Source: an optimization exercise on an open RTL-to-GDS flow (aim: small area, a short achievable clock period and few clock cycles per item). Production flows keep margins and buffers that such runs may drop.
The RTL was checked by simulation tests, not by an equivalence proof against the original design.

==> wip/fjord <==
Design layernorm, start of the top module:
module layernorm #(
  parameter DIM = 64
) (
  input  wire        clk_i,
  input  wire        rst_i,
  input  wire        start_i,
  input  wire [DIM*16-1:0] x_i,
  output reg  [5:0]  w_sel_o,
  output reg  [6:0]  w_addr_o,
  input  wire [7:0]  w_data_i,
  input  wire [5:0]  gamma_sel_i,
  input  wire [15:0] gamma_scale_i,
  input  wire [15:0] beta_scale_i,
  output reg  [DIM*16-1:0] y_o,
  output reg               done_o,
  output reg               busy_o
);
Settings: LEC_CHECK=0, ABC_AREA=1, CAP_MARGIN=20, CELL_PAD_IN_SITES_DETAIL_PLACEMENT=1, CELL_PAD_IN_SITES_GLOBAL_PLACEMENT=2, CORE_AREA=4 4 1096 341, DIE_AREA=0 0 1100 345, PLACE_DENSITY=0.35, SETUP_SLACK_MARGIN=3, SLEW_MARGIN=20, SYNTH_MEMORY_MAX_BITS=16384; clock period 65.0 ns.
standard.sh (not shown) runs the stock make flow with config.mk's settings and CLKGATE_MAP_FILE= SYNTH_SCRIPT=/design/flow/synth_recipe.tcl, a recipe that flattens the netlist after the stock synthesis.
==> flow/flow/run.sh <==
#!/bin/bash
# The standard layout (standard.sh, unchanged synthesis and SDC), with
#  - every input and output port still buffered, with a plain buf_1 instead
#    of the delay buffer buffer_ports picks by default.
# The clock period and constraints are the design's.
set -euo pipefail
MARGIN=$(cat flow/margin.txt)
bash standard.sh SETUP_SLACK_MARGIN=$MARGIN \
  "BUFFER_PORTS_ARGS=-buffer_cell sky130_fd_sc_hd__buf_1" finish > standard.log 2>&1
==> flow/flow/margin.txt <==
49
==> wip/delta (differences from wip/fjord) <==
CELL_PAD_IN_SITES_DETAIL_PLACEMENT = 0   (was 1)
CELL_PAD_IN_SITES_GLOBAL_PLACEMENT = 0   (was 2)
==> wip/raven (differences from wip/fjord) <==
--- a/flow/design.v
+++ b/flow/design.v
@@ -322,41 +322,38 @@
   assign c180 = ((a_full[9] & b_full[10]) & (a_full[10] & b_full[9])) | ((a_full[9] & b_full[10]) & c144) | ((a_full[10] & b_full[9]) & c144);
   wire [21:0] row0 = {1'b0, (a_full[10] & b_full[10]), s179, s177, s175, s173, s171, s169, s167, s165, s163, s161, s159, s157, s155, s153, s151, s149, s147, s145, (a_full[0] & b_full[1]), (a_full[0] & b_full[0])};
   wire [21:0] row1 = {1'b0, c180, c178, c176, c174, c172, c170, c168, c166, c164, c162, c160, c158, c156, c154, c152, c150, c148, c146, (a_full[2] & b_full[0]), (a_full[1] & b_full[0]), 1'b0};
   wire [21:0] mant_prod = row0 + row1;
   wire signed [7:0] exp_raw = $signed({1'b0, a_exp}) + $signed({1'b0, b_exp}) - 8'sd15;
-  wire       ns = mant_prod[21];
-  wire       rup1 = mant_prod[10] & (mant_prod[9] | (|mant_prod[8:0]) | mant_prod[11]);
-  wire       rup0 = mant_prod[9]  & (mant_prod[8] | (|mant_prod[7:0]) | mant_prod[10]);
-  wire [10:0] rnd1 = {1'b0, mant_prod[20:11]} + {10'd0, rup1};
-  wire [10:0] rnd0 = {1'b0, mant_prod[19:10]} + {10'd0, rup0};
-  wire signed [7:0] fe0 = exp_raw;
-  wire signed [7:0] fe1 = exp_raw + 8'sd1;
-  wire signed [7:0] fe2 = exp_raw + 8'sd2;
-  wire rs2 = ns & rnd1[10];
-  wire rs1 = ns ? ~rnd1[10] : rnd0[10];
-  wire [4:0] fexp = rs2 ? fe2[4:0] : rs1 ? fe1[4:0] : fe0[4:0];
-  wire uflow = rs2 ? (fe2 <= 8'sd0) : rs1 ? (fe1 <= 8'sd0) : (fe0 <= 8'sd0);
-  wire oflow = rs2 ? (fe2 >= 8'sd31) : rs1 ? (fe1 >= 8'sd31) : (fe0 >= 8'sd31);
-  wire [9:0] fman = ns ? rnd1[9:0] : rnd0[9:0];
-  wire [15:0] normal_result = {res_sign, fexp, fman};
+  wire norm_shift = mant_prod[21];
+  wire [9:0] trunc_mant = norm_shift ? mant_prod[20:11] : mant_prod[19:10];
+  wire       guard_bit  = norm_shift ? mant_prod[10]     : mant_prod[9];
+  wire       round_bit  = norm_shift ? mant_prod[9]      : mant_prod[8];
+  wire       sticky_bit = norm_shift ? |mant_prod[8:0]   : |mant_prod[7:0];
+  wire round_up = guard_bit & (round_bit | sticky_bit | trunc_mant[0]);
+  wire [10:0] rounded = {1'b0, trunc_mant} + {10'd0, round_up};
+  wire round_ovf = rounded[10];
+  wire signed [7:0] final_exp = exp_raw + {7'd0, norm_shift} + {7'd0, round_ovf};
+  wire [15:0] normal_result = {res_sign, final_exp[4:0], rounded[9:0]};
   wire [15:0] inf_result    = {res_sign, 5'd31, 10'd0};
   wire [15:0] nan_result    = 16'h7E00;
   wire [15:0] zero_result   = {res_sign, 15'd0};
+  wire exp_overflow  = (final_exp >= 8'sd31);
+  wire exp_underflow = (final_exp <= 8'sd0);
   reg [15:0] result;
   always @(*) begin
     if (a_is_nan || b_is_nan) begin
       result = nan_result;
     end else if ((a_is_inf && b_is_zero) || (b_is_inf && a_is_zero)) begin
       result = nan_result;
     end else if (a_is_inf || b_is_inf) begin
       result = inf_result;
     end else if (a_is_zero || b_is_zero) begin
       result = zero_result;
-    end else if (uflow) begin
+    end else if (exp_underflow) begin
       result = zero_result;
-    end else if (oflow) begin
+    end else if (exp_overflow) begin
       result = inf_result;
     end else begin
       result = normal_result;
     end
   end
@@ -695,11 +692,10 @@
   reg         d_ph;       
   reg         norm_ph;    
   reg         gam_ph;     
   reg  [15:0] xr_a, xr_b;
   reg  [15:0] acc;
-  reg  [15:0] d_r;
   reg  [15:0] sq_a, sq_b;
   reg  [15:0] neg_mean;
   reg  [15:0] inv_std;
   reg  [15:0] scale_r;
   reg  [7:0]  wd_r;
@@ -710,18 +706,18 @@
   fp16_add_comb u_sub_b (.a_i(xr_b), .b_i(neg_mean), .sum_o(d_b));
   wire [15:0] deq_fp16;
   fp16_from_int8 u_deq (.val_i(wd_r), .fp16_o(deq_fp16));
   wire [15:0] gamma_tap = y_o[15:0];
   wire [15:0] m_g, m_a, m_b;
-  fp16_mul_comb u_mul_g (.a_i(norm_ph ? d_r : deq_fp16), .b_i(norm_ph ? inv_std : scale_r), .prod_o(m_g));
+  fp16_mul_comb u_mul_g (.a_i(norm_ph ? acc : deq_fp16), .b_i(norm_ph ? inv_std : scale_r), .prod_o(m_g));
   fp16_mul_comb u_mul_a (.a_i(norm_ph ? m_g : d_a), .b_i(norm_ph ? gamma_tap : d_a), .prod_o(m_a));
   fp16_mul_comb u_mul_b (.a_i(norm_ph ? deq_fp16 : d_b), .b_i(norm_ph ? scale_r : d_b), .prod_o(m_b));
   wire [15:0] p_a = sum_ph ? xr_a : sq_a;
   wire [15:0] p_b = sum_ph ? xr_b : sq_b;
   wire [15:0] c1, c2;
   fp16_add_comb u_add1 (.a_i(acc), .b_i(p_a), .sum_o(c1));
-  fp16_add_comb u_add2 (.a_i(c1), .b_i(p_b), .sum_o(c2));
+  fp16_add_comb u_add2 (.a_i(norm_ph ? sq_a : c1), .b_i(p_b), .sum_o(c2));
   wire [15:0] mean_w;
   fp16_mul_comb u_mean (.a_i(c2), .b_i(INV_N), .prod_o(mean_w));
   wire [15:0] var_w;
   fp16_mul_comb u_var (.a_i(acc), .b_i(INV_N), .prod_o(var_w));
   wire [15:0] rsq;
@@ -732,13 +728,12 @@
   always @(posedge clk_i) begin
     xr_a <= x_a;
     xr_b <= x_b;
     wd_r <= w_data_i;
     if (k == 8'd0 || k == 8'd32 || k == 8'd33) acc <= 16'd0;
-    else if (d_ph) acc <= 16'h8000;
+    else if (d_ph) acc <= k[0] ? d_b : d_a;
     else acc <= c2;
-    d_r <= k[0] ? d_b : d_a;
     if (k == 8'd32) neg_mean <= {~mean_w[15], mean_w[14:0]};
     if (k == 8'd66) inv_std <= rsq;
     sq_a <= m_a;
     sq_b <= m_b;
     if (k == 8'd0) scale_r <= gamma_scale_i;
==> flow/flow/margin.txt (replaced) <==
48
CORE_AREA = 4 4 718 718   (was 4 4 1096 341)
DIE_AREA = 0 0 722 722   (was 0 0 1100 345)
==> notes <==
Design area: wip/delta is lower than wip/raven (about 2.7%). Global-route usage, lowest first: wip/raven, wip/delta, wip/fjord. Count of clock-buffer cells in the layout, lowest first: wip/fjord, wip/delta, wip/raven.
Testbench counts of wip/fjord, summed over its fixed seeds: cycles 33,800, items 256.
Testbench counts of wip/delta, summed over its fixed seeds: cycles 33,800, items 256.
Testbench counts of wip/raven, summed over its fixed seeds: cycles 33,800, items 256.

-- what the ideal ports hide --
The flow's constraints put no driver on any port. The routed layouts listed below were extracted and timed again, unchanged, in two steps. Step 1 (the two cells are an assumption about what drives the block):
set clk [get_ports {clk_i}]
set_driving_cell -lib_cell sky130_fd_sc_hd__clkbuf_16 $clk
set_driving_cell -lib_cell sky130_fd_sc_hd__buf_2 [delete_from_list [all_inputs] $clk]
Step 2 times the ports against the registers' clock, not the clock port: input delays grow and output delays shrink by t, the midpoint of the rising clock arrivals with the driver on. Three values: no drivers, after step 1, after step 2; two values: the first two.
run | t, ns | setup WS [ns] | worst hold slack (ns)
wip/fjord | 0.996 | 49.570 / 49.570 / 48.933 | 0.311 / 0.311 / 0.311
wip/delta | 0.972 | 49.487 / 49.487 / 48.985 | 0.278 / 0.278 / 0.278
wip/raven | 0.956 | 48.112 / 48.112 / 48.112 | 0.304 / 0.304 / 0.304
After both steps every run listed still meets setup and hold. For wip/fjord, which loses most, drivers alone change the setup slack by 0.000 ns; drivers and shift together by -0.637 ns.
